What follows belongs to an exercise in optimizing a design on an open flow for small area, a short achievable clock period and few clock cycles per item; a production flow would make more cautious choices.

==> v11: inputs <==
// tanh
module tanh (
    input  clk,
    input  rst,
    input  [13:0] i_x,
    input  i_valid,
    output o_ready,
    output [13:0] o_fx,
    output o_valid,
    input  i_ready
);
clock: 8.0 ns
lec_check: 0
cap_margin: 20
core_margin: 2
core_utilization: 40
setup_slack_margin: 5
slew_margin: 20
synth_hierarchical: 1
synth_minimum_keep_size: 0
run.sh (not shown) runs the stock make flow with config.mk's settings and CLKGATE_MAP_FILE= SYNTH_SCRIPT=/design/flow/synth_recipe.tcl, a recipe that flattens the netlist after the stock synthesis.
==> inputs of v19, as changes to v11 <==
--- a/flow/config.mk
+++ b/flow/config.mk
@@ -10,3 +10,3 @@
 export CORE_UTILIZATION = 40
-export SETUP_SLACK_MARGIN = 5
+export SETUP_SLACK_MARGIN = 4.5
 export SLEW_MARGIN = 20
==> impl_metrics.yaml <==
worst_setup_path:
  path_cells: "inv_2 -> fa_1 -> inv_1 -> fa_2 -> ha_4 -> nand4b_1 -> a221oi_4 -> a311oi_2 -> o31ai_2 -> a31oi_1 -> xnor2_1 -> mux2_2"
  worstPathRequired_ps: 8370
placed_design:
  globalplace.congestion: 0.796
route:
  wl_met1_microns: 36500
status:
  status: "no timing/DRC/antenna violations"
[end of results for v19]
==> impl_metrics.yaml <==
worst_setup_path:
  path_cells: "inv_2 -> fa_1 -> inv_2 -> fa_2 -> ha_4 -> nand4b_1 -> a221oi_4 -> a311oi_2 -> o31ai_2 -> a21oi_1 -> xnor2_1 -> mux2_4"
  worstPathRequired_ps: 8400
route:
  wl_met1_microns: 39100
status:
  status: "no timing/DRC/antenna violations"
[end of results for v11]
No run of this note included a check of the RTL's function; only the layout flow was run.

---

==> inputs of run C <==
Another version of the RTL of tanh (not shown whole).
## tanh
module tanh (
    input  clk,
    input  rst,
    input  [13:0] i_x,
    input  i_valid,
    output o_ready,
    output [13:0] o_fx,
    output o_valid,
    input  i_ready
);
logic        rdy_r, skid_v, adv;
logic [13:0] skid_x;
logic [13:0] x0;
logic [1:0]  cnt;
logic        ov_r;
logic [13:0] e0, e1;
logic [0:0] m1_hc;
logic [17:0] m1_ha;
logic [17:0] m1_hb;
logic [13:0] x_s1;
logic [13:0] q_s2;
logic [13:0] x_s2;
logic [4:0] d1_one;
logic [4:0] d1_two;
logic [4:0] d1_neg;
logic [13:0] q_s3;
logic [13:0] x_s3;
logic [0:0] m2_hc;
logic [17:0] m2_ha;
logic [17:0] m2_hb;
logic [13:0] x_s4;
logic [13:0] q_s4;
logic [5:0] d2_one;
logic [5:0] d2_two;
logic [5:0] d2_neg;
logic [13:0] x_s5;
logic [13:0] q_s5;
logic [0:0] m3_hc;
logic [17:0] m3_ha;
logic [17:0] m3_hb;
logic [13:0] x_s6;
logic [13:0] q_s6;
logic [5:0] d3_one;
logic [5:0] d3_two;
logic [5:0] d3_neg;
logic [13:0] x_s7;
logic [13:0] q_s7;
logic [0:0] m4_hc;
logic [17:0] m4_ha;
logic [17:0] m4_hb;
logic [13:0] x_s8;
logic [13:0] q_s8;
logic [6:0] d4_one;
logic [6:0] d4_two;
logic [6:0] d4_neg;
logic [13:0] x_s9;
logic [13:0] q_s9;
logic [0:0] m5_hc;
logic [17:0] m5_ha;
logic [17:0] m5_hb;
logic [13:0] x_s10;
logic [6:0] d5_one;
logic [6:0] d5_two;
logic [6:0] d5_neg;
logic [13:0] x_s11;
logic [0:0] m6_hc;
logic [17:0] m6_ha;
logic [17:0] m6_hb;
logic v0, v1, v2, v3, v4, v5, v6, v7, v8, v9, v10, v11, v12;
wire acc     = i_valid & rdy_r;
wire in_v    = skid_v | acc;
wire deliver = ov_r & i_ready;
wire arrive  = adv & v12;
wire [1:0] cnt_n = cnt + {1'b0, arrive} - {1'b0, deliver};
wire m1_pp_1 = x0[0] & x0[1];
wire m1_pp_2 = x0[0] & x0[2];
wire m1_pp_3 = x0[0] & x0[3];
wire m1_pp_4 = x0[0] & x0[4];
wire m1_pp_5 = x0[0] & x0[5];
wire m1_pp_6 = x0[0] & x0[6];
wire m1_pp_7 = x0[0] & x0[7];
wire m1_pp_8 = x0[0] & x0[8];
wire m1_pp_9 = x0[0] & x0[9];
wire m1_pp_10 = x0[0] & x0[10];
wire m1_pp_11 = x0[0] & x0[11];
wire m1_pp_12 = x0[0] & x0[12];
wire m1_pp_13 = ~(x0[0] & x0[13]);
wire m1_pp_14 = x0[1] & x0[2];
wire m1_pp_15 = x0[1] & x0[3];
wire m1_pp_16 = x0[1] & x0[4];
wire m1_pp_17 = x0[1] & x0[5];
wire m1_pp_18 = x0[1] & x0[6];
wire m1_pp_19 = x0[1] & x0[7];
wire m1_pp_20 = x0[1] & x0[8];
wire m1_pp_21 = x0[1] & x0[9];
wire m1_pp_22 = x0[10] & x0[1];
  ...
clock: 8.0 ns
lec_check: 0
cap_margin: 20
core_margin: 2
core_utilization: 40
setup_slack_margin: 5
slew_margin: 20
==> run R (differences from run C) <==
- CORE_UTILIZATION: 40 -> 65
==> run E (differences from run C) <==
- SETUP_SLACK_MARGIN: 5 -> 4.0
==> results_dict.tcl <==
set metrics [dict create \
    grt_max_degree 190 \
    cp_num_cells 12 \
    status "finished clean" \
    insertion_delay_ns 0.63 \
]
Source of the figures above: run E

==> results_dict.tcl <==
set metrics [dict create \
    portBuffers 33 \
    path_clk_slew_ns 0.06 \
    insertion_delay_ns 0.66 \
    status "finished clean" \
    grt_setup_unrepaired "yes" \
    post_cts_resized 255 \
    core_area_mm2 0.105 \
]
Source of the figures above: run C

==> results_dict.tcl <==
set metrics [dict create \
    buf_share 0.0938 \
    status "finished clean" \
    met2WireLength_um 46800 \
    cp_num_cells 8 \
    top_layer "met4" \
    insertion_delay_ns 0.61 \
    final_max_slew_viol_count 0 \
]
Source of the figures above: run R

No run of this note included a check of the RTL's function; only the layout flow was run.

-- re-timing with driven ports --
The results above use ideal ports. As a check the final layouts listed here were re-extracted and re-timed, cells and wires unchanged. Step 1: set_driving_cell puts a clkbuf_16 on clk and a buf_2 on each other input, an assumption about the parent block. Step 2 times the ports against the registers' clock, not the clock port: input delays grow and output delays shrink by t, the midpoint of the rising clock arrivals with the driver on. Slacks: no drivers / after step 1 / after step 2; pairs: no drivers / after step 1.
run | shift t [ns] | slack for setup (ns) | worst slew at a driven data input, ns
v11 | 0.696 | 4.476 / 4.476 / 4.476 | 0.04
v19 | 0.688 | 4.506 / 4.506 / 4.384 | 0.04
run C | 0.709 | 4.702 / 4.702 / 4.555 | 0.04
run R | 0.664 | 4.652 / 4.652 / 4.556 | 0.04
run E | 0.679 | 4.334 / 4.334 / 4.144 | 0.05
After both steps every run listed still meets setup and hold. The setup slack of run E, which loses most, moves by 0.000 ns with the drivers and by -0.190 ns with both steps.
